What follows belongs to an exercise in optimizing a design on an open flow for small area and a short achievable clock period; a production flow would make more cautious choices. Where RTL was checked, it was by simulation tests only, not by an equivalence proof against the original. Power and IR drop assume default switching activity.

// rtc_top
module rtc_top (
                input logic         clk_i,
                input logic         rstn_i,
                input logic         date_update_i,
                input logic [31:0]  date_i,
                output logic [31:0] date_o,
                input logic         clock_update_i,
                output logic [21:0] clock_o,
                input logic [21:0]  clock_i,
                input logic [9:0]   init_sec_cnt_i,
                input logic         calibre_update_i,
                input logic [15:0]  calibre_sec_cnt_i,
                output logic [15:0] calibre_sec_cnt_o,
                input logic         timer_update_i,
                input logic         timer_enable_i,
                input logic         timer_retrig_i,
                input logic [16:0]  timer_target_i,
                output logic [16:0] timer_value_o,
                input logic         alarm_enable_i,
                input logic [5:0]   alarm_mask_i,
                input logic         alarm_update_clock_i,
                input logic [21:0]  alarm_clock_i,
                output logic [21:0] alarm_clock_o,
                input logic         alarm_update_date_i,
                input logic [31:0]  alarm_date_i,
                output logic [31:0] alarm_date_o,
                input logic         event_flag_update_i,
                input logic [1:0]   event_flag_i,
                output logic [1:0]  event_flag_o,
                output logic        event_o
                );
   logic [7:0]  r_seconds, r_minutes;
   logic [5:0]  r_hours;
   logic [5:0]  r_day;
   logic [4:0]  r_month;
   logic [13:0] r_year;
   logic [15:0] r_sec_counter, r_sec_cnt_calibre;
   logic        r_tick;           
   logic [16:0] r_timer, r_timer_target;
   logic        r_timer_en, r_timer_retrig;
  ...
For scale: roughly 180 flip-flops, ~10000 sq um of cells after synthesis.
Settings: LEC_CHECK=0, CAP_MARGIN=20, CORE_MARGIN=2, CORE_UTILIZATION=40, SETUP_SLACK_MARGIN=2.3, SLEW_MARGIN=20; clock period 5.0 ns.
standard.sh (not shown) runs the stock make flow with config.mk's settings and CLKGATE_MAP_FILE= SYNTH_SCRIPT=/design/flow/synth_recipe.tcl, a recipe that flattens the netlist after the stock synthesis.
==> flow/flow/run.sh <==
#!/bin/bash
# The standard layout, with two changes:
#  - synthesis maps the logic with flow/abc_map.script instead of ORFS's abc_speed.script
#    (flow/synth_abc.tcl is synth_recipe.tcl with that abc call swapped);
#  - the port buffers are made from the smallest buffer cell.
# Each tool writes its full log under orfs/logs; the make output goes to standard.log.
set -euo pipefail
HERE=$(pwd)
export ABC_SCRIPT=$HERE/flow/abc_map.script
export ABC_D=2000
export BUFFER_PORTS_ARGS="-buffer_cell sky130_fd_sc_hd__buf_1"
bash standard.sh SYNTH_SCRIPT=$HERE/flow/synth_abc.tcl finish > standard.log 2>&1
==> flow/flow/abc_map.script <==
strash
&get -n
&fraig -x
&put
scorr
dc2
dretime
strash
&get -n
&dch -f
&nf {D}
&put
buffer -c
upsize {D}
dnsize {D}
stime -p
==> flow/flow/synth_abc.tcl <==
proc synth {args} { yosys synth -nofsm -noshare {*}$args }
# abc with the mapping script named by ABC_SCRIPT and the delay target ABC_D (ps);
# the rest is synth_recipe.tcl unchanged
proc abc {args} {
  set i [lsearch -exact $args -script]
  if { $i >= 0 } { set args [lreplace $args [expr {$i + 1}] [expr {$i + 1}] $::env(ABC_SCRIPT)] }
  set j [lsearch -exact $args -D]
  if { $j >= 0 && [info exists ::env(ABC_D)] } { set args [lreplace $args [expr {$j + 1}] [expr {$j + 1}] $::env(ABC_D)] }
  yosys abc {*}$args
}
source $::env(SCRIPTS_DIR)/synth.tcl
# left out here: clear keep_hierarchy, flatten, clean up, hide names made inside functions, write 1_2_yosys.v
Next try:
--- a/flow/design.v
+++ b/flow/design.v
@@ -256,18 +256,36 @@
       end
    end
    assign n_match_date = (n_alarm_mask[5] | (n_year    == n_alarm_year))    &
                          (n_alarm_mask[4] | (n_month   == n_alarm_month))   &
                          (n_alarm_mask[3] | (n_day     == n_alarm_day));
    assign n_match_time = (n_alarm_mask[2] | (n_hours   == n_alarm_hours))   &
                          (n_alarm_mask[1] | (n_minutes == n_alarm_minutes)) &
                          (n_alarm_mask[0] | (n_seconds == n_alarm_seconds));
    logic [16:0] s_timer_inc;
+   logic [16:0] s_timer_carry;
+   assign s_timer_carry[0] = 1'b1;
+   assign s_timer_carry[1] = &r_timer[0:0];
+   assign s_timer_carry[2] = &r_timer[1:0];
+   assign s_timer_carry[3] = &r_timer[2:0];
+   assign s_timer_carry[4] = &r_timer[3:0];
+   assign s_timer_carry[5] = &r_timer[4:0];
+   assign s_timer_carry[6] = &r_timer[5:0];
+   assign s_timer_carry[7] = &r_timer[6:0];
+   assign s_timer_carry[8] = &r_timer[7:0];
+   assign s_timer_carry[9] = &r_timer[8:0];
+   assign s_timer_carry[10] = &r_timer[9:0];
+   assign s_timer_carry[11] = &r_timer[10:0];
+   assign s_timer_carry[12] = &r_timer[11:0];
+   assign s_timer_carry[13] = &r_timer[12:0];
+   assign s_timer_carry[14] = &r_timer[13:0];
+   assign s_timer_carry[15] = &r_timer[14:0];
+   assign s_timer_carry[16] = &r_timer[15:0];
    assign s_timer_inc[0] = ~r_timer[0];
    assign s_timer_inc[1] = r_timer[1] ^ (&r_timer[0:0]);
    assign s_timer_inc[2] = r_timer[2] ^ (&r_timer[1:0]);
    assign s_timer_inc[3] = r_timer[3] ^ (&r_timer[2:0]);
    assign s_timer_inc[4] = r_timer[4] ^ (&r_timer[3:0]);
    assign s_timer_inc[5] = r_timer[5] ^ (&r_timer[4:0]);
    assign s_timer_inc[6] = r_timer[6] ^ (&r_timer[5:0]);
    assign s_timer_inc[7] = r_timer[7] ^ (&r_timer[6:0]);
    assign s_timer_inc[8] = r_timer[8] ^ (&r_timer[7:0]);
@@ -280,19 +298,19 @@
    assign s_timer_inc[15] = r_timer[15] ^ (&r_timer[14:0]);
    assign s_timer_inc[16] = r_timer[16] ^ (&r_timer[15:0]);
    logic n_timer_match;
    always_comb begin
       if (timer_update_i)
         n_timer_match = (timer_target_i == 17'h0);
       else if (r_timer_en & r_timer_match)
         n_timer_match = (r_timer_target == 17'h0);
       else if (r_timer_en)
-        n_timer_match = (s_timer_inc == r_timer_target);
+        n_timer_match = ((r_timer ^ r_timer_target) == s_timer_carry);
       else
         n_timer_match = r_timer_match;
    end
    always_comb begin
       n_timer_target = r_timer_target;
       n_timer_en     = r_timer_en;
       n_timer        = r_timer;
       if (timer_update_i) begin
          n_timer_en     = timer_enable_i;
Result: Wire length grows by 2.4%; cell count stays flat; worst setup slack got worse by 190 ps; register-to-register slack degrades by 210 ps; power fell by 0.95%; maximum frequency is lower by 6.5%; cell area is about the same; via count is higher by 1.6%; clock-buffer cell count is lower by 1; combinational power barely changes; synthesized cell count grows by 0.52%; global-route usage grows by 0.79 points; clock power falls by about 3%.
Only the layout flow was run in the second run of this note; the RTL was not checked for function there.

Another version of the RTL of rtc_top (not shown whole).
Size in the first run: roughly 960 cells after synthesis, about 180 flip-flops, roughly 320 I/O pins, about 0.010 sq mm of cells after synthesis.
clock: 5.0 ns
lec_check: 0
cap_margin: 20
core_margin: 2
core_utilization: 40
cts_buf_list: sky130_fd_sc_hd__clkbuf_8
cts_cluster_size: 10
setup_slack_margin: 2.3
slew_margin: 20
Scripts as last shown in full above: flow/flow/run.sh, flow/flow/abc_map.script, flow/flow/synth_abc.tcl
The first run ran to the end with no violations.
==> next run, changes <==
--- a/flow/design.v
+++ b/flow/design.v
@@ -323,25 +323,25 @@
          r_minutes         <= 8'h0;
          r_hours           <= 6'h0;
          r_day             <= 6'h01;
          r_month           <= 5'h01;
          r_year            <= 14'h2000;
          r_sec_counter     <= 16'h1;
          r_sec_cnt_calibre <= 16'h7FFF;
          r_tick            <= 1'b0;
          r_timer           <= 17'h0;
          r_timer_target    <= 17'h0;
          r_timer_en        <= 1'b0;
          r_timer_retrig    <= 1'b0;
-         r_timer_match     <= 1'b0;   
+         r_timer_match     <= 1'b1;
          r_alarm_seconds   <= 8'h0;
          r_alarm_minutes   <= 8'h0;
          r_alarm_hours     <= 6'h0;
          r_alarm_year      <= 14'h0;
          r_alarm_month     <= 5'h0;
          r_alarm_day       <= 6'h0;
          r_alarm_mask      <= 6'h0;
          r_alarm_enable    <= 1'b0;
          r_sec59           <= 1'b0;
          r_min59           <= 1'b0;
          r_hour23          <= 1'b0;
          r_eom             <= 1'b0;
What happened: Sequential share of layout area barely changes; die area hardly moves; via count hardly moves; final area increases slightly; worst setup slack improves by 0.083 ns; non-clock buffer count is higher by 2; total power falls slightly; area after synthesis hardly moves; clock skew stays flat; flip-flop and latch count is unchanged; combinational power climbs slightly; worst hold slack degrades by 0.0096 ns; routed wire length goes up slightly; final cell count hardly moves.
The RTL of the first run of this note was laid out without a check of its function.

run a:
Another version of the RTL of rtc_top (not shown whole).
For scale: ~960 cells after synthesis, about 190 flip-flops, roughly 320 I/O pins, about 0.010 mm² of cells after synthesis.
==> flow/config.mk <==
export PLATFORM = sky130hd
export DESIGN_NAME = rtc_top
export DESIGN_NICKNAME = rtc_top
export VERILOG_FILES = /design/flow/design.v
export SDC_FILE = /design/flow/constraint.sdc
export NUM_CORES = 4
export LEC_CHECK = 0
export CAP_MARGIN = 20
export CORE_MARGIN = 2
export CORE_UTILIZATION = 40
export CTS_BUF_LIST = sky130_fd_sc_hd__clkbuf_8
export CTS_CLUSTER_SIZE = 10
export SETUP_SLACK_MARGIN = 2.3
export SLEW_MARGIN = 20
==> flow/constraint.sdc <==
create_clock -name core_clock -period 5.0 [get_ports {clk_i}]
set_input_delay 1.0000 -clock core_clock [delete_from_list [all_inputs] [get_ports {clk_i}]]
set_output_delay 1.0000 -clock core_clock [all_outputs]
set_load 0.01 [all_outputs]
Scripts as last shown in full above: flow/flow/run.sh, flow/flow/abc_map.script, flow/flow/synth_abc.tcl
--- input diff run a..run b ---
--- a/flow/design.v
+++ b/flow/design.v
@@ -175,21 +175,30 @@
          n_min59  = (clock_i[15:8]  == 8'h59);
          n_hour23 = (clock_i[21:16] == 6'h23);
       end else begin
          n_sec59  = r_tick     ? (r_seconds == 8'h58) : r_sec59;
          n_min59  = s_upd_min  ? (r_minutes == 8'h58) : r_min59;
          n_hour23 = s_upd_hour ? (r_hours   == 6'h22) : r_hour23;
       end
    end
    assign s_end_of_month = r_eom;
    assign s_end_of_year  = r_eoy;
-   assign n_eom = eom(n_day, n_month, n_year);
+   always_comb begin
+      if (date_update_i)
+        n_eom = eom(date_i[5:0], date_i[12:8], date_i[29:16]);
+      else if (s_new_day)
+        n_eom = ~r_eom & eom((r_day[3:0] != 4'h9) ? {r_day[5:4], inc4(r_day[3:0])}
+                                                  : {inc2(r_day[5:4]), 4'h0},
+                             r_month, r_year);
+      else
+        n_eom = r_eom;
+   end
    always_comb begin
       n_day   = r_day;
       n_month = r_month;
       n_year  = r_year;
       if (date_update_i) begin
          n_day   = date_i[5:0];
          n_month = date_i[12:8];
          n_year  = date_i[29:16];
       end else if (s_new_day) begin
          if (s_end_of_month)
@@ -267,39 +276,30 @@
    assign s_timer_inc[8] = r_timer[8] ^ (&r_timer[7:0]);
    assign s_timer_inc[9] = r_timer[9] ^ (&r_timer[8:0]);
    assign s_timer_inc[10] = r_timer[10] ^ (&r_timer[9:0]);
    assign s_timer_inc[11] = r_timer[11] ^ (&r_timer[10:0]);
    assign s_timer_inc[12] = r_timer[12] ^ (&r_timer[11:0]);
    assign s_timer_inc[13] = r_timer[13] ^ (&r_timer[12:0]);
    assign s_timer_inc[14] = r_timer[14] ^ (&r_timer[13:0]);
    assign s_timer_inc[15] = r_timer[15] ^ (&r_timer[14:0]);
    assign s_timer_inc[16] = r_timer[16] ^ (&r_timer[15:0]);
    logic n_tmatch_lo, n_tmatch_hi;
-   logic [7:0] s_timer_inc_hi;        
-   assign s_timer_inc_hi[0] = ~r_timer[9];
-   assign s_timer_inc_hi[1] = r_timer[10] ^ (&r_timer[9:9]);
-   assign s_timer_inc_hi[2] = r_timer[11] ^ (&r_timer[10:9]);
-   assign s_timer_inc_hi[3] = r_timer[12] ^ (&r_timer[11:9]);
-   assign s_timer_inc_hi[4] = r_timer[13] ^ (&r_timer[12:9]);
-   assign s_timer_inc_hi[5] = r_timer[14] ^ (&r_timer[13:9]);
-   assign s_timer_inc_hi[6] = r_timer[15] ^ (&r_timer[14:9]);
-   assign s_timer_inc_hi[7] = r_timer[16] ^ (&r_timer[15:9]);
    always_comb begin
       if (timer_update_i) begin
          n_tmatch_lo = (timer_target_i[8:0]  == 9'h0);
          n_tmatch_hi = (timer_target_i[16:9] == 8'h0);
       end else if (r_timer_en & r_timer_match) begin
          n_tmatch_lo = (r_timer_target[8:0]  == 9'h0);
          n_tmatch_hi = (r_timer_target[16:9] == 8'h0);
       end else if (r_timer_en) begin
          n_tmatch_lo = (s_timer_inc[8:0]  == r_timer_target[8:0]);
-         n_tmatch_hi = (&r_timer[8:0]) ? (s_timer_inc_hi == r_timer_target[16:9]) : r_tmatch_hi;
+         n_tmatch_hi = (s_timer_inc[16:9] == r_timer_target[16:9]);
       end else begin
          n_tmatch_lo = r_tmatch_lo;
          n_tmatch_hi = r_tmatch_hi;
       end
    end
    always_comb begin
       n_timer_target = r_timer_target;
       n_timer_en     = r_timer_en;
       n_timer        = r_timer;
       if (timer_update_i) begin
### Flow results
Compared with run a, in run b hold slack shows an increase of 0.15 ns; relative area change from synthesis to final layout shows no meaningful change; area of the die shows an increase of about 0.9%; fraction of synthesized cell area in xor and xnor cells shows an increase of 0.46 points. Compared with run a, run b shows a number of distinct standard cells referenced by the synthesized netlist that is 2.5% lower. The worst path arrival time in run b sits 0.14 ns below the value recorded for run a. Run b completed every stage of the flow, and the final layout passed the timing, design-rule and antenna checks. The switching power summed over all nets in run b was higher than what run a gave. Run b: routed wire length about 6% above run a. Run b vs run a, post-route clock period utilization went down by 2.9 points. Across both runs, global-route track usage on met3 was higher for run b than for run a. A critical-path cell with the highest stage delay of or4_1 is what run a shows, while dfrtp_2 belongs to run b. [run b vs run a] design area: higher in run b. A top routing layer in use of met5 is what run a shows, while met4 belongs to run b.
For run a, only the layout was checked, not whether the RTL still works.

[static timing again, ports no longer ideal]
How much do the figures lean on ideal ports? The routed layouts below were timed once more, with nothing changed but the port constraints. Step 1 (the two cells are an assumption about what drives the block):
set clk [get_ports {clk_i}]
set_driving_cell -lib_cell sky130_fd_sc_hd__clkbuf_16 $clk
set_driving_cell -lib_cell sky130_fd_sc_hd__buf_2 [delete_from_list [all_inputs] $clk]
Step 2 moves the port delays by t, midway between the first and last clock arrival at a register: inputs arrive t later, outputs are due t later. That takes back most of the time a late clock gives input paths. a / b / c = no drivers / after step 1 / after step 2; a / b = the first two.
run | t, ns | setup slack, ns | worst hold slack (ns) | worst data-port slew with drivers (ns) | pins driven straight from the clock port
the first run of note 1 | 0.465 | 2.323 / 2.328 / 1.863 | 0.482 / 0.482 / 0.482 | 0.08 | 1
the second run of note 1 | 0.464 | 2.137 / 2.137 / 1.728 | 0.485 / 0.485 / 0.485 | 0.07 | 1
the first run of note 2 | 0.499 | 2.225 / 2.236 / 1.740 | 0.493 / 0.493 / 0.493 | 0.06 | 1
the second run of note 2 | 0.491 | 2.308 / 2.308 / 1.817 | 0.483 / 0.483 / 0.483 | 0.08 | 1
run a | 0.500 | 2.270 / 2.280 / 1.780 | 0.343 / 0.336 / 0.469 | 0.08 | 1
run b | 0.504 | 2.416 / 2.416 / 1.985 | 0.492 / 0.492 / 0.492 | 0.07 | 1
After both steps setup and hold are still met in every run listed. The setup slack of the second run of note 2, which loses most, moves by 0.000 ns with the drivers and by -0.491 ns with both steps.
